Source: an optimization exercise on an open RTL-to-GDS flow (aim: small area, a short achievable clock period and few clock cycles). Production flows keep margins and buffers that such runs may drop. RTL that was checked went through simulation tests only; none was proved equivalent to the original. No functional check of the RTL was part of run 2. No activity file was given, so power comes from the tool's default toggle rates.

<file path="design/flow/config.mk">
export PLATFORM = sky130hd
export DESIGN_NAME = cpu
export DESIGN_NICKNAME = cpu
export VERILOG_FILES = /design/flow/design.v
export SDC_FILE = /design/flow/constraint.sdc
export NUM_CORES = 8
export LEC_CHECK = 0
export CAP_MARGIN = 20
export CORE_MARGIN = 2
export CORE_UTILIZATION = 40
export SETUP_SLACK_MARGIN = 5
export SLEW_MARGIN = 20
export TNS_END_PERCENT = 0
</file>
<file path="design/flow/constraint.sdc">
create_clock -name core_clock -period 10.0 [get_ports {clk}]
set_input_delay 2.0000 -clock core_clock [delete_from_list [all_inputs] [get_ports {clk}]]
set_output_delay 2.0000 -clock core_clock [all_outputs]
set_load 0.01 [all_outputs]
</file>
<file path="design/flow/design.v">
module regfile ( input [4:0] rs1,      
                 input [4:0] rs2,      
                 input [4:0] rd,       
                 input we,             
                 input [31:0] wdata,   
                 output [31:0] rv1,    
                 output [31:0] rv2,    
                 input clk              
            );
    reg [31:0] internalRegisters [0:31];
    reg [31:0] rv1_r, rv2_r;
    always @(posedge clk) begin
        if (we == 1'b1) begin
            if(rd == 5'd0)
                internalRegisters[rd] <= 32'd0;
            else
                internalRegisters[rd] <= wdata;
        end
    end
    always @(*) begin
        rv1_r = (rs1 == 5'd0) ? 32'd0 : internalRegisters[rs1];
        rv2_r = (rs2 == 5'd0) ? 32'd0 : internalRegisters[rs2];
    end
    assign rv1 = rv1_r;
    assign rv2 = rv2_r;
endmodule
module cpu (
    input clk, 
    input reset,
    output reg [31:0] iaddr,
    input [31:0] idata,
    output reg [31:0] daddr,
    input [31:0] drdata,
    output reg [31:0] dwdata,
    output reg [3:0] dwe
);
    parameter load= 7'b0000011,                                                     
    store= 7'b0100011,
    ALU= 7'b0110011,
    ALUI= 7'b0010011,
    LUI= 7'b0110111,
    AUIPC= 7'b0010111,
    JAL= 7'b1101111,
    JALR= 7'b1100111,
    BRANCH= 7'b1100011;
    reg [31:0] new_iaddr;
    reg [31:0] wdata;
    reg [6:0] opcode;
    reg [2:0] funct3;
    reg [4:0] rd, rs1, rs2;
    reg [0:0] we;
    reg [6:0] imm;
    reg [0:0] flag;
    wire [31:0] rv1, rv2;
    regfile rf(
        .clk(clk),
        .rs1(rs1),
        .rs2(rs2),
        .rd(rd),
        .we(we),
        .wdata(wdata),
        .rv1(rv1),
        .rv2(rv2)
    );
    always @(posedge clk) begin
        if (reset) begin
            iaddr <= 0;
        end else begin 
            if(flag==1) begin
                iaddr <= new_iaddr;
            end
            else begin
                iaddr <= iaddr + 32'd4;
            end
        end
    end
            always @(*) begin
                opcode=idata[6:0];
                rd=idata[11:7];
                funct3=idata[14:12];
                rs1=idata[19:15];
                rs2=idata[24:20];
                imm=idata[31:25];
                if(reset) begin
                    daddr = 0;
                    dwdata = 0;
                    dwe = 0;
                    we=0;
                    new_iaddr=0;
                    flag= 1'b0;
                    wdata=0;
                end else begin
                        case(opcode)
                            load: begin
                                new_iaddr=iaddr;
                                flag= 1'b0;
                                dwdata = 0;
                                dwe = 0;
                                daddr= rv1+{{20{imm[6]}}, imm, rs2};
                                we =1;
                                wdata=0;
                                case(funct3)
                                    3'b000: begin
                                        case(daddr[1:0])
                                            2'b00: wdata= {{24{drdata[7]}}, drdata[7:0]} ;
                                            2'b01: wdata= {{24{drdata[15]}}, drdata[15:8]} ;
                                            2'b10: wdata=  {{24{drdata[23]}}, drdata[23:16]} ;
                                            2'b11: wdata= {{24{drdata[31]}}, drdata[31:24]} ;
                                            default: begin
                                                wdata = 32'b0;
                                                dwdata=0;
                                                dwe = 4'b0;
                                                we =0;
                                                end
                                        endcase
                                    end
                                    3'b001: begin
                                        case(daddr[1:0])
                                            2'b00: wdata= {{16{drdata[15]}}, drdata[15:0]} ;
                                            2'b10: wdata= {{16{drdata[31]}}, drdata[31:16]} ;
                                            default: begin
                                                wdata = 0;
                                                dwe = 4'b0;
                                                we =0;
                                                end
                                        endcase
                                    end
                                    3'b010:wdata=drdata ;
                                    3'b100: begin
                                         case(daddr[1:0])
                                            2'b00: wdata= {24'b0,drdata[7:0]};
                                            2'b01: wdata= {24'b0,drdata[15:8]} ;
                                            2'b10: wdata= {24'b0,drdata[23:16]} ;
                                            2'b11: wdata= {24'b0,drdata[31:24]} ;
                                            default: begin
                                                wdata = 0;
                                                dwe = 0;
                                                we =0;
                                            end
                                        endcase
                                    end
                                    3'b101: begin
                                        case(daddr[1:0])
                                            2'b00: wdata= {16'b0, drdata[15:0]} ;
                                            2'b10: wdata= {16'b0, drdata[31:16]} ;
                                            default: begin
                                                wdata = 0;
                                                dwe = 0;
                                                we =0;
                                                end
                                        endcase
                                    end
                                    default: begin
                                            dwe =0;
                                            we =0;
                                            wdata =0;
                                    end
                                endcase
                            end
                            store: begin
                                new_iaddr=iaddr;
                                flag= 1'b0;
                                daddr= rv1+{{20{imm[6]}}, imm, rd};
                                we = 0;
                                wdata = 0;
                                dwdata=0;
                                case(funct3)
                                    3'b000: begin
                                    dwdata={4{rv2[7:0]}};
                                    case(daddr[1:0])
                                            2'b00: dwe= 4'b0001 ;
                                            2'b01: dwe= 4'b0010 ;
                                            2'b10: dwe= 4'b0100 ;
                                            2'b11: dwe= 4'b1000 ;
                                            default: begin
                                                dwdata = 0;
                                                dwe = 0;
                                                we =0;
                                            end
                                        endcase
                                    end
                                    3'b001: begin
                                        dwdata={2{rv2[15:0]}};
                                        case(daddr[1:0])
                                                2'b00: dwe= 4'b0011 ;
                                                2'b10: dwe= 4'b1100 ;
                                                default: begin
                                                    dwdata = 0;
                                                    dwe = 0;
                                                    we =0;
                                                end
                                            endcase
                                    end
                                    3'b010: begin
                                        dwdata=rv2;
                                        case(daddr[1:0])
                                                2'b00: dwe= 4'b1111 ;
                                                default: begin
                                                    dwdata = 0;
                                                    dwe = 0;
                                                    we =0;
                                                end
                                            endcase
                                    end
                                    default: begin
                                        dwdata = 0;
                                        dwe = 0;
                                        we =0;
                                    end
                                endcase                        
                            end
                            ALU: begin
                                new_iaddr=iaddr;
                                flag= 1'b0;
                                daddr = 0;
                                dwdata = 0;
                                dwe = 0;
                                we=1;
                                case(funct3)
                                3'b000:begin
                                    case(imm)
                                        7'b0000000: wdata= rv1+rv2;
                                        7'b0100000: wdata= rv1-rv2;
                                        default: begin
                                            wdata = 32'b0;                                   
                                            dwe = 0;
                                            we =0;
                                        end
                                    endcase
                                end 
                                3'b001: wdata= rv1<<rv2[4:0];
                                3'b010: begin
                                    if($signed(rv1)<$signed(rv2)) wdata=32'd1;
                                    else wdata=0;
                                end
                                3'b011: begin
                                    if($unsigned(rv1)<$unsigned(rv2)) wdata=32'd1;
                                    else wdata=0;
                                end
                                3'b100: wdata= rv1^rv2;
                                3'b101:begin
                                    case(imm)
                                        7'b0000000: wdata= rv1>>rv2[4:0];
                                        7'b0100000: wdata= $signed(rv1)>>>rv2[4:0];
                                        default: begin
                                            wdata = 0;
                                            dwe = 0;
                                            we =0;
                                        end
                                    endcase
                                end
                                3'b110: wdata= rv1 | rv2;
                                3'b111: wdata= rv1 & rv2;
                                default: begin
                                        wdata = 0;
                                        dwe = 0;
                                        we =0;         
                                end
                                endcase
                            end
                            ALUI: begin
                                daddr = 0;
                                dwdata = 0;
                                dwe = 0;
                                we= 1;
                                new_iaddr=iaddr;
                                flag= 1'b0;
                                case(funct3)
                                    3'b000: wdata= rv1+{{20{idata[31]}}, idata[31:20]};  
                                    3'b001: wdata= rv1<<rs2;
                                    3'b010: begin
                                        if($signed(rv1)<$signed({{20{idata[31]}}, idata[31:20]})) wdata=32'd1;
                                        else wdata=0;
                                    end
                                    3'b011: begin
                                        if($unsigned(rv1)<$unsigned({{20{idata[31]}}, idata[31:20]})) wdata=32'd1;
                                        else wdata=0;
                                    end
                                    3'b100: wdata= rv1^{{20{idata[31]}}, idata[31:20]};
                                    3'b101:begin
                                        case(imm[6:1])
                                            6'b000000: wdata= rv1>>rs2;
                                            6'b010000: wdata= $signed(rv1)>>>rs2;
                                            default: begin
                                                wdata = 0;
                                                dwe = 0;
                                                we =0;
                                            end
                                        endcase
                                    end
                                    3'b110: wdata= rv1 | {{20{idata[31]}}, idata[31:20]};
                                    3'b111: wdata= rv1 & {{20{idata[31]}}, idata[31:20]};
                                    default: begin
                                        wdata = 0;
                                        dwe = 0;
                                        we =0;
                                    end
                                endcase
                            end
                            LUI: begin
                                dwdata = 0;
                                dwe = 0;
                                daddr= 0;
                                we =1;
                                wdata= {idata[31:12], 12'b0};
                                new_iaddr=iaddr;
                                flag= 1'b0;
                            end
                            AUIPC: begin
                                dwdata = 0;
                                dwe = 0;
                                daddr= 0;
                                we =1;
                                wdata= iaddr+{idata[31:12], 12'b0};
                                new_iaddr=iaddr;
                                flag= 1'b0;
                            end
                            JAL: begin
                                dwdata = 0;
                                dwe = 0;
                                daddr= 0;
                                we =1;
                                wdata= iaddr+32'd4;
                                new_iaddr=iaddr+{{12{imm[6]}}, rs1, funct3, rs2[0], imm[5:0], rs2[4:1], 1'b0};
                                flag= 1'b1;
                            end
                            JALR: begin
                                case(funct3)
                                    3'b000: begin
                                        dwdata = 0;
                                        dwe = 0;
                                        daddr= 0;
                                        we =1;
                                        wdata= iaddr+32'd4;
                                        new_iaddr = (rv1+ {{20{imm[6]}}, imm, rs2}) & 32'b11111111111111111111111111111110;
                                        flag= 1'b1;
                                    end
                                    default: begin
                                        dwdata = 0;
                                        dwe = 0;
                                        daddr= 0;
                                        we =0;
                                        wdata= 0;
                                        new_iaddr = iaddr+32'd4;
                                        flag= 1'b0;
                                    end
                                endcase
                            end
                            BRANCH: begin
                                dwdata = 0;
                                dwe = 0;
                                daddr= 0;
                                we =0;
                                wdata=0;
                                flag= 1'b1;
                                case(funct3)
                                    3'b000: begin
                                        if(rv1==rv2) new_iaddr=iaddr+ {{20{imm[6]}}, rd[0], imm[5:0], rd[4:1], 1'b0};
                                        else new_iaddr= iaddr+32'd4;
                                    end
                                    3'b001: begin
                                        if(rv1!=rv2) new_iaddr=iaddr+ {{20{imm[6]}}, rd[0], imm[5:0], rd[4:1], 1'b0};
                                        else new_iaddr= iaddr+32'd4;
                                    end
                                    3'b100: begin
                                        if($signed(rv1)<$signed(rv2)) new_iaddr=iaddr+ {{20{imm[6]}}, rd[0], imm[5:0], rd[4:1], 1'b0};
                                        else new_iaddr= iaddr+32'd4;
                                    end
                                    3'b101: begin
                                        if($signed(rv1)>=$signed(rv2)) new_iaddr=iaddr+ {{20{imm[6]}}, rd[0], imm[5:0], rd[4:1], 1'b0};
                                        else new_iaddr= iaddr+32'd4;
                                    end
                                    3'b110: begin
                                        if($unsigned(rv1)<$unsigned(rv2)) new_iaddr=iaddr+ {{20{imm[6]}}, rd[0], imm[5:0], rd[4:1], 1'b0};
                                        else new_iaddr= iaddr+32'd4;
                                    end
                                    3'b111:  begin
                                        if($unsigned(rv1)>=$unsigned(rv2)) new_iaddr=iaddr+ {{20{imm[6]}}, rd[0], imm[5:0], rd[4:1], 1'b0};
                                        else new_iaddr= iaddr+32'd4;
                                    end
                                    default: new_iaddr= iaddr+32'd4;
                                endcase
                            end
                            default: begin
                                dwdata = 0;
                                dwe = 0;
                                daddr= 0;
                                we =0;
                                wdata=0;
                                flag= 1'b0;
                                new_iaddr= iaddr;
                            end
                        endcase
                end
            end
endmodule
</file>
<file path="design/flow/run.sh">
#!/bin/bash
# synth_recipe.tcl (not shown) runs the flow's synth.tcl, then flattens the netlist and writes it again
# the make line also repeats each setting of config.mk as NAME=value (left out here)
make -C /OpenROAD-flow-scripts/flow DESIGN_CONFIG=/design/flow/config.mk WORK_HOME=/design/flow/orfs CLKGATE_MAP_FILE= SYNTH_SCRIPT=/design/flow/synth_recipe.tcl finish
</file>
==> flow_summary.json, run 1 <==
{
  "yosys-top-cells-count": "edfxtp_1, nand2_1, a21oi_1",
  "path_clk_slew_ps": 70,
  "gp_congestion": 1.10,
  "layout-drive-gt1-share_pct": 23.5,
  "synthArstFlopShare_pct": 0,
  "fin_crit_sh_pct": 83.1,
  "tns_ps": 0,
  "antenna_left": 0,
  "crit_arrival_ps": 6310,
  "cp_slowest_cell": "o311ai_0",
  "tightest_slew_ps": 1390,
  "synth_edf_count": 1024,
  "first_global_vias": 67800,
  "whs_endpoint": "iaddr[1]$_SDFFE_PP0P_",
  "overflow": 0,
  "synth_top_cell_by_area": "edfxtp_1",
  "setup_viol": 0,
  "synth.most_common_cell": "edfxtp_1",
  "place_hpwl_um": 319000,
  "r2r_end": "rf.internalRegisters[13][19]$_DFFE_PP_",
  "slowest_delay_ps": 1010,
  "insertion_delay_ps": 810,
  "seqPwrFrac_pct": 40.4,
  "fin_util_pct": 48.5,
  "cts_buffer_depth": 3,
  "status": "timing/DRC/antenna clean",
  "drv_slew": 0,
  "h-tree-depth": 3,
  "grt_max_degree": 75,
  "p_comb_share_pct": 22.5,
  "drtPass1Iterations": 6,
  "grt_antenna_before_repair": 28,
  "holdBufCountCts": 0,
  "cp_top_family": "buffers and inverters",
  "rows": 158,
  "drt_first_iter_violations": 10700,
  "clock-skew-final_ps": 79.0,
  "required_ps": 8000,
  "numCtsBuffers": 111,
  "wl_per_cell_um": 44.8,
  "ys_warn_count": 2,
  "vias_per_cell": 7.20,
  "synth.distinct_cells": 110,
  "cts.sinks": 1055,
  "ys.flop_type": "edfxtp_1",
  "syn_area_per_cell_um2": 10.8,
  "die_area_um2": 190000,
  "drc_errors": 0,
  "clkPwrFrac_pct": 37.1,
  "vias": 71500,
  "ios": 166,
  "rsz0062_at_grt": "true",
  "path_max_fanout": 45,
  "hp-class": "reg -> reg",
  "crit_path_frequent_cell": "buf_4",
  "grt_pass1_wl_um": 595000,
  "start_util_pct": 40.3,
  "whs_path_depth": 2,
  "synth_area_um2": 74800,
  "r2r_slack_ps": 3240,
  "crit_chain": "buf_8 > inv_2 > nand2_4 > buf_4 > o22ai_1 > o311ai_0 > o21ai_0 > buf_4 > a22oi_1 > a21oi_1 > clkdlybuf4s50_1",
  "track_usage_pct": 45.2,
  "cts_root_buffer": "clkbuf_16",
  "min_from": "iaddr[1]$_SDFFE_PP0P_",
  "slew_headroom_pct": 7.17,
  "synth_area_leaders": "edfxtp_1, mux4_2, mux2i_1, ha_1, a21oi_1",
  "fmax_mhz": 120,
  "p_leak_uw": 0.0337,
  "synth_nets": 7235,
  "critPathBufInv": 5,
  "synth-seq-area-share_pct": 41.9,
  "r2r_start": "rf.internalRegisters[3][0]$_DFFE_PP_",
  "io_buffer_count": 164,
  "synth_top_area_share_pct": 41.1,
  "n_fill_cell": 16800,
  "p_switching_uw": 3710,
  "nNetsFinal": 7676,
  "end_kind": "output pin",
  "power.density_nw_per_um2": 132,
  "routed_wl_um": 445000,
  "reg2regPathDepth": 18,
  "synthCells": 6907,
  "die_y_um": 436,
  "power.total_uw": 11900,
  "tritoncts": "built",
  "area_growth_pct": 20.2,
  "max_cap_violations": 0,
  "finalCriticalPeriod_ps": 8310,
  "p_int_uw": 8150,
  "cp-start-kind": "input pin",
  "chipWidth_um": 436,
  "swShare_pct": 31.3,
  "irDropWorstVdd_v": 0.000181,
  "core-area_um2": 186000,
  "worst-setup-path-type": "in -> out",
  "ys_ff_latch": 1055,
  "hold_violations": 0
}
cell type report:
class	count	area [um^2]	share of cell area [%]
clock inverter	80	988	1.10
antenna	12	30.0	0.0334
sequential	1055	31400	34.9
tap	2480	3100	3.45
multi-input combinational	5122	42300	47.0
inverter	179	691	0.768
timing repair buffer	879	8630	9.60
clock buffer	126	2830	3.15
metrics by stage:
step | hold slack (ps) | cell area [um^2] | instances | setup slack (ps)
floorplan | 572 | 75200 | 6907 | 2100
global placement | 630 | 82500 | 9546 | 8.59
detailed placement | 624 | 82500 | 9546 | 73.2
CTS | 629 | 89300 | 9886 | 1810
global route | 715 | 89900 | 9924 | 1670
finish | 650 | 90000 | 9933 | 1690
kinds of logic (layout without fill, tap and decap cells):
| group | Yosys count | count (layout) | share of synthesized area [%] |
|---|---|---|---|
| fa+ha+maj | 262 | 262 | 4.45 |
| buf+inv | 733 | 1264 | 4.47 |
| other cells | 1 | 13 | 0.00501 |
| flops | 1055 | 1055 | 41.9 |
| xor+xnor | 160 | 160 | 1.87 |
| simple gates | 1744 | 1747 | 10.8 |
| compound gates | 2130 | 2130 | 19.2 |
| mux | 822 | 822 | 17.3 |
worst register-to-register path, cell delays in order (launching register included):
cell       delay (ps)
edfxtp_1          420
mux4_2            570
a211oi_2          240
a22o_1            240
nand2b_4          190
inv_8              50
buf_4             160
ha_1              740
mux4_2            440
nand2_1           260
o31ai_2           280
a21oi_1           190
or2_2             130
o221ai_1          370
a2111oi_1         730
o221ai_1          240
o21ai_0           760
o22ai_2           140
buf_4             270
how the worst max path moves through the flow:
stage	start	end	slack, ps	cells past startpoint
after floorplan	idata[15]	daddr[28]	2100	24
after global placement	idata[18]	daddr[17]	9	19
after detailed placement	idata[18]	daddr[17]	70	20
after CTS	idata[18]	daddr[28]	1810	25
after global routing	idata[15]	daddr[29]	1670	23
final	idata[21]	dwdata[31]	1690	11
routing by layer:
| metal | wire (um) | vias up | global-route usage [%] |
|---|---|---|---|
| li1 | - | 28300 | - |
| met1 | 163000 | 36300 | 56.6 |
| met2 | 191000 | 5544 | 67.4 |
| met3 | 51400 | 1311 | 12.2 |
| met4 | 39200 | 16 | 32.9 |
| met5 | 117 | - | 0 |
placed cells by master (no fill, tap or decap), types with 61 or more instances in the layout:
cell type | Yosys | layout
a21oi_1 | 533 | 501
a221oi_1 | 67 | 62
a22oi_1 | 133 | 124
buf_12 | 5 | 75
buf_4 | 47 | 590
clkbuf_16 | 0 | 111
clkdlybuf4s50_1 | 0 | 124
edfxtp_1 | 1024 | 1024
ha_1 | 255 | 223
inv_1 | 168 | 151
mux2_2 | 79 | 79
mux2i_1 | 375 | 371
mux4_2 | 345 | 350
nand2_1 | 535 | 517
nand3_1 | 177 | 170
nand4_1 | 61 | 61
nor2_1 | 511 | 443
nor3_1 | 137 | 127
o211ai_1 | 65 | 65
o21ai_0 | 398 | 352
o221ai_1 | 172 | 166
o22ai_1 | 117 | 107
xnor2_1 | 111 | 107
power by group through the flow:
stage               Combinational (uW)  Clock, uW  Sequential [uW]
floorplan                         1240          0             4880
global placement                  2350          0             4880
detailed placement                2330          0             4880
CTS                               2510       4410             4790
global route                      2700       4580             4790
finish                            2670       4400             4790
sequential cells by signal, indices dropped and copies added (netlist names):
| register | cells |
|---|---|
| rf.internalRegisters | 1024 |
| iaddr | 31 |
repair_timing:
item                                     CTS  global route
hold endpoints to repair                   0             0
endpoints found under the setup margin  2147          2147
buffers inserted                         111            32
cloned                                    23             1
resized for setup                        368            85
pin swaps                                 95            66
Testbench counts, summed over its fixed seeds: cycles 81,405.
==> run 2, diff against run 1 <==
==> design/flow/design.v (replaced) <==
module cpu (
    input clk,
    input reset,
    output reg [31:0] iaddr,
    input [31:0] idata,
    output reg [31:0] daddr,
    input [31:0] drdata,
    output reg [31:0] dwdata,
    output reg [3:0] dwe
);
    reg [31:0] pc;
    reg [31:0] rf [1:31];
    reg        xv;           
    reg [31:0] xa, xb;       
    reg [11:0] ximm;         
    reg [31:0] xtgt;         
    reg [31:0] xlink;        
    reg [4:0]  xrd;
    reg        xwen;         
    reg [2:0]  xf3;
    reg        xalt;         
    reg        xload, xstore, xbr, xjalr, xjal, xpred;
    wire [12:0] alo = {1'b0, xa[11:0]} + {1'b0, ximm};
    wire [19:0] ahi_p = xa[31:12] + 20'd1;
    wire [19:0] ahi_m = xa[31:12] - 20'd1;
    wire [19:0] ahi = (alo[12] == ximm[11]) ? xa[31:12] : (alo[12] ? ahi_p : ahi_m);
    wire [31:0] addr = {ahi, alo[11:0]};
    wire [31:0] sum = xalt ? (xa - xb) : (xa + xb);
    wire        lts = $signed(xa) < $signed(xb);
    wire        ltu = xa < xb;
    wire [4:0]  sh = xb[4:0];
    wire [31:0] sra = $signed(xa) >>> sh;
    reg  [31:0] alu;
    always @(*) begin
        case (xf3)
            3'b000: alu = sum;
            3'b001: alu = xa << sh;
            3'b010: alu = {31'd0, lts};
            3'b011: alu = {31'd0, ltu};
            3'b100: alu = xa ^ xb;
            3'b101: alu = xalt ? sra : (xa >> sh);
            3'b110: alu = xa | xb;
            default: alu = xa & xb;
        endcase
    end
    reg [31:0] ld;
    always @(*) begin
        case (xf3[1:0])
            2'b00: begin
                case (addr[1:0])
                    2'b00: ld[7:0] = drdata[7:0];
                    2'b01: ld[7:0] = drdata[15:8];
                    2'b10: ld[7:0] = drdata[23:16];
                    default: ld[7:0] = drdata[31:24];
                endcase
                ld[31:8] = {24{ld[7] & ~xf3[2]}};
            end
            2'b01: begin
                ld[15:0] = addr[1] ? drdata[31:16] : drdata[15:0];
                ld[31:16] = {16{ld[15] & ~xf3[2]}};
            end
            default: ld = drdata;
        endcase
    end
    wire [31:0] xres = xload ? ld : ((xjal | xjalr) ? xlink : alu);
    wire        xwe = xv & xwen & ~(xload & (xf3[1:0] == 2'b01) & addr[0]);
    reg cond;
    always @(*) begin
        case (xf3)
            3'b000: cond = (xa == xb);
            3'b001: cond = (xa != xb);
            3'b100: cond = lts;
            3'b101: cond = ~lts;
            3'b110: cond = ltu;
            3'b111: cond = ~ltu;
            default: cond = 1'b0;
        endcase
    end
    wire        taken = xbr & cond;
    wire        redir = xv & (xjalr | (xbr & (taken != xpred)));
    wire [31:0] rtgt = xjalr ? {addr[31:1], 1'b0} : (taken ? xtgt : xlink);
    always @(*) begin
        daddr = addr;
        dwdata = xb;
        dwe = 4'd0;
        if (xv & xstore & ~reset) begin
            case (xf3[1:0])
                2'b00: dwe = 4'b0001 << addr[1:0];
                2'b01: dwe = addr[0] ? 4'b0000 : (addr[1] ? 4'b1100 : 4'b0011);
                2'b10: dwe = (addr[1:0] == 2'b00) ? 4'b1111 : 4'b0000;
                default: dwe = 4'b0000;
            endcase
        end
    end
    always @(posedge clk) begin
        if (xwe) rf[xrd] <= xres;
    end
    always @(*) iaddr = pc;
    wire [6:0] op  = idata[6:0];
    wire [4:0] rd  = idata[11:7];
    wire [2:0] f3  = idata[14:12];
    wire [4:0] rs1 = idata[19:15];
    wire [4:0] rs2 = idata[24:20];
    wire [6:0] f7  = idata[31:25];
    wire is_load  = (op == 7'b0000011) & (f3 != 3'b011) & (f3[2:1] != 2'b11);
    wire is_store = (op == 7'b0100011) & ~f3[2] & (f3[1:0] != 2'b11);
    wire is_alu   = (op == 7'b0110011) &
                    ~(((f3 == 3'b000) | (f3 == 3'b101)) & ((f7 != 7'b0000000) & (f7 != 7'b0100000)));
    wire is_alui  = (op == 7'b0010011) &
                    ~((f3 == 3'b101) & (idata[31:26] != 6'b000000) & (idata[31:26] != 6'b010000));
    wire is_lui   = (op == 7'b0110111);
    wire is_auipc = (op == 7'b0010111);
    wire is_jal   = (op == 7'b1101111);
    wire is_jalr  = (op == 7'b1100111) & (f3 == 3'b000);
    wire is_br    = (op == 7'b1100011);
    wire [31:0] imm_i = {{20{idata[31]}}, idata[31:20]};
    wire [31:0] imm_u = {idata[31:12], 12'd0};
    wire [31:0] imm_b = {{20{idata[31]}}, idata[7], idata[30:25], idata[11:8], 1'b0};
    wire [31:0] imm_j = {{12{idata[31]}}, idata[19:12], idata[20], idata[30:21], 1'b0};
    wire [31:0] ftgt  = pc + (is_jal ? imm_j : imm_b);
    wire [31:0] flink = pc + 32'd4;
    wire        fpred = is_jal | (is_br & idata[31]);
    wire [31:0] r1 = (rs1 == 5'd0) ? 32'd0 : ((xwe & (xrd == rs1)) ? xres : rf[rs1]);
    wire [31:0] r2 = (rs2 == 5'd0) ? 32'd0 : ((xwe & (xrd == rs2)) ? xres : rf[rs2]);
    always @(posedge clk) begin
        if (reset) begin
            pc <= 32'd0;
            xv <= 1'b0;
        end else begin
            pc <= redir ? rtgt : (fpred ? ftgt : flink);
            xv <= ~redir;
        end
        xa <= is_lui ? 32'd0 : (is_auipc ? pc : r1);
        xb <= is_store ? (f3[1] ? r2 : (f3[0] ? {2{r2[15:0]}} : {4{r2[7:0]}})) :
              is_alui ? imm_i :
              (is_lui | is_auipc) ? imm_u : r2;
        ximm <= is_store ? {idata[31:25], idata[11:7]} : idata[31:20];
        xtgt <= ftgt;
        xlink <= flink;
        xrd <= rd;
        xwen <= (rd != 5'd0) & (is_load | is_alu | is_alui | is_lui | is_auipc | is_jal | is_jalr);
        xf3 <= (is_lui | is_auipc) ? 3'b000 : f3;
        xalt <= (is_alu | (is_alui & (f3 == 3'b101))) & idata[30];
        xload <= is_load;
        xstore <= is_store;
        xbr <= is_br;
        xjalr <= is_jalr;
        xjal <= is_jal;
        xpred <= fpred;
    end
endmodule
==> run 2 against run 1 <==
Critical path type is now reg -> out. Highest routed layer unchanged. Combinational power increased by 42%. Clock power increased by 5.9%. Core utilization decreased by 2.8 points.
==> flow_summary.json, run 2 <==
{
  "power.density_nw_per_um2": 183,
  "tns_ps": 0,
  "area_growth_pct": 13.1,
  "finalHoldWorstSlack_ps": 466,
  "synth_edf_count": 992,
  "vias": 51400,
  "core-area_um2": 170000,
  "synth_top_area_share_pct": 43.4,
  "slew_headroom_pct": 15.9,
  "drc_errors": 0,
  "finalCriticalPeriod_ps": 7020,
  "synth-seq-area-share_pct": 48.9,
  "drv_slew": 0,
  "irDropWorstVdd_v": 0.000146,
  "cts_buffer_depth": 3,
  "yosys-top-cells-count": "edfxtp_1, mux4_2, nor2_1",
  "tightest_slew_ps": 1250,
  "p_comb_share_pct": 26.7,
  "first_global_vias": 49500,
  "synthCells": 5176,
  "setup_viol": 0,
  "clkPwrFrac_pct": 32.9,
  "drtPass1Iterations": 8,
  "largest_reg_flops": 992,
  "h-tree-depth": 3,
  "routed_wl_um": 287000,
  "numCtsBuffers": 120,
  "holdBufCountCts": 0,
  "vias_per_cell": 6.78,
  "grt_max_degree": 103,
  "layout.cells.most_common_list": "edfxtp_1, mux4_2, nor2_1",
  "wl_per_cell_um": 37.9,
  "path_clk_slew_ps": 70,
  "io_buffer_count": 165,
  "antenna_left": 0,
  "ys_warn_count": 1,
  "ys_ff_latch": 1180,
  "max_cap_violations": 0,
  "gp_congestion": 1.06,
  "place_hpwl_um": 196000,
  "regMostFlops": "rf",
  "synth_area_leaders": "edfxtp_1, mux4_2, dfxtp_1, ha_1, mux2i_1",
  "synth_nets": 5405,
  "synth.most_common_cell": "edfxtp_1",
  "insertion_delay_ps": 780,
  "required_ps": 8000,
  "hold_violations": 0,
  "path_max_fanout": 15,
  "grt_pass1_wl_um": 397000,
  "layout-drive-gt1-share_pct": 23.6,
  "p_switching_uw": 4560,
  "final_common_cell": "edfxtp_1",
  "synthArstFlopShare_pct": 0,
  "cts_root_buffer": "clkbuf_16",
  "stdcell_count": 7589,
  "ios": 166,
  "chipWidth_um": 418,
  "clock-skew-final_ps": 60.2,
  "rows": 151,
  "dp.cells": 7340,
  "crit_arrival_ps": 5020,
  "synth.distinct_cells": 94,
  "overflow": 0,
  "ys.flop_type": "edfxtp_1",
  "hp-class": "reg -> reg",
  "cp-start-kind": "flop",
  "fin_util_pct": 45.7,
  "fin_crit_sh_pct": 70.2,
  "synth_top_cell_by_area": "edfxtp_1",
  "worst-setup-path-type": "reg -> out",
  "p_leak_uw": 0.0265,
  "seqPwrFrac_pct": 40.3,
  "drt_first_iter_violations": 7479,
  "fmax_mhz": 142,
  "tritoncts": "built",
  "nNetsFinal": 5491,
  "grt_antenna_before_repair": 16,
  "end_kind": "output pin",
  "syn_area_per_cell_um2": 13.2,
  "cts.sinks": 1180,
  "die_area_um2": 175000,
  "status": "timing/DRC/antenna clean",
  "die_y_um": 418,
  "swShare_pct": 32.2,
  "synth_area_um2": 68600,
  "p_int_uw": 9610,
  "rsz0062_at_grt": "true",
  "track_usage_pct": 32.4,
  "start_util_pct": 40.4
}
==> run 2: path summary, 6_finish.rpt <==
check	slack, ps	depth (start not counted)	endpoint	start
setup / recovery	2980	20	daddr[30]	xa[4]$_SDFF_PP0_
setup reg to reg	3700	15	pc[2]$_SDFF_PP0_	xa[23]$_SDFF_PP0_
hold / removal	470	0	xlink[0]$_DFF_P_	pc[0]$_SDFFE_PP0P_
hold reg to reg	470	0	xlink[0]$_DFF_P_	pc[0]$_SDFFE_PP0P_
==> run 2: final cells by class <==
type / instances / area (um^2)
antenna: 6 / 15.0
multi-input combinational: 3449 / 33400
clock buffer: 150 / 3240
sequential: 1180 / 33600
tap: 2218 / 2780
inverter: 136 / 518
fill: 15100 / 92300
timing repair buffer: 375 / 3270
clock inverter: 75 / 831
==> run 2: metrics by stage <==
| step | setup slack, ps | total power (uW) | instance area (um^2) |
|---|---|---|---|
| finish | 2980 | 14200 | 77600 |
| global route | 2810 | 14500 | 77600 |
| CTS | 2990 | 14100 | 77500 |
| detailed placement | 2770 | 9400 | 73100 |
| global placement | 2780 | 9400 | 73100 |
| floorplan | 3650 | 7880 | 68600 |
==> run 2: cell families (layout without fill, tap and decap cells) <==
| logic type | after synthesis | count (layout) | share of synthesized area (%) |
|---|---|---|---|
| flops | 1180 | 1180 | 48.9 |
| mux | 884 | 884 | 24.7 |
| other cells | 0 | 6 | 0 |
| compound gates | 1177 | 1177 | 11.1 |
| xor+xnor | 113 | 113 | 1.44 |
| buf+inv | 547 | 736 | 3.35 |
| fa+ha+maj | 163 | 163 | 3.03 |
| simple gates | 1112 | 1112 | 7.36 |
==> run 2: power groups by stage <==
| stage | combinational (uW) | sequential (uW) | clock, uW |
|---|---|---|---|
| floorplan | 2110 | 5770 | 0 |
| global placement | 3590 | 5810 | 0 |
| detailed placement | 3580 | 5810 | 0 |
| CTS | 3660 | 5710 | 4710 |
| global route | 3930 | 5710 | 4890 |
| finish | 3790 | 5720 | 4660 |
==> run 2: repair_timing <==
item,in CTS,in global routing
gates cloned,1,0
pin swaps,17,15
endpoints found under the setup margin,472,580
gates resized for setup,58,12
endpoints found under the hold margin,0,0
buffers inserted,15,2
==> run 2: critical path: stages, from the launching register on <==
cell and delay, ps:
dfxtp_1 300, buf_4 200, ha_1 360, o21a_1 120, o31a_1 140, o41ai_4 280
o21ai_2 130, o41ai_4 390, buf_6 180, buf_4 110, ha_1 270, o21ai_2 200
a21oi_4 60, o311a_1 350, nor2_2 170, a31oi_2 120, a21o_1 200, a21o_1 180
xnor2_1 120, mux2i_1 210, buf_2 190
==> run 2: layer usage <==
layer  up-vias  routed length (um)  GRT usage (%)
met5         -                  41              0
met4         6               23100           21.8
met3       829               26600           5.97
met2      3214              132000           50.9
met1     26600              105000           41.0
li1      20800                   -              -

re-timing with driven ports:
In the flow no input, the clock included, has a driving cell. The finished layouts below were timed again as built, in two steps.
Step 1: set_driving_cell puts a clkbuf_16 on clk and a buf_2 on each other input, an assumption about the parent block.
Step 2, shift: input delay + t, output delay - t, t = (earliest + latest rising clock arrival at the registers) / 2. This alone moves slack from input paths to output paths.
a / b / c = no drivers / after step 1 / after step 2; a / b = the first two.
| run | t (ns) | setup slack, ns | worst setup path at the end | worst register clock-pin slew, ns |
|---|---|---|---|---|
| run 1 | 0.859 | 1.692 / 1.167 / 0.564 | input to register | 0.08 / 0.08 |
| run 2 | 0.832 | 2.981 / 2.901 / 2.686 | input to register | 0.07 / 0.07 |
After both steps every run listed still meets setup and hold. For run 1, which loses most, drivers alone change the setup slack by -0.525 ns; drivers and shift together by -1.128 ns.
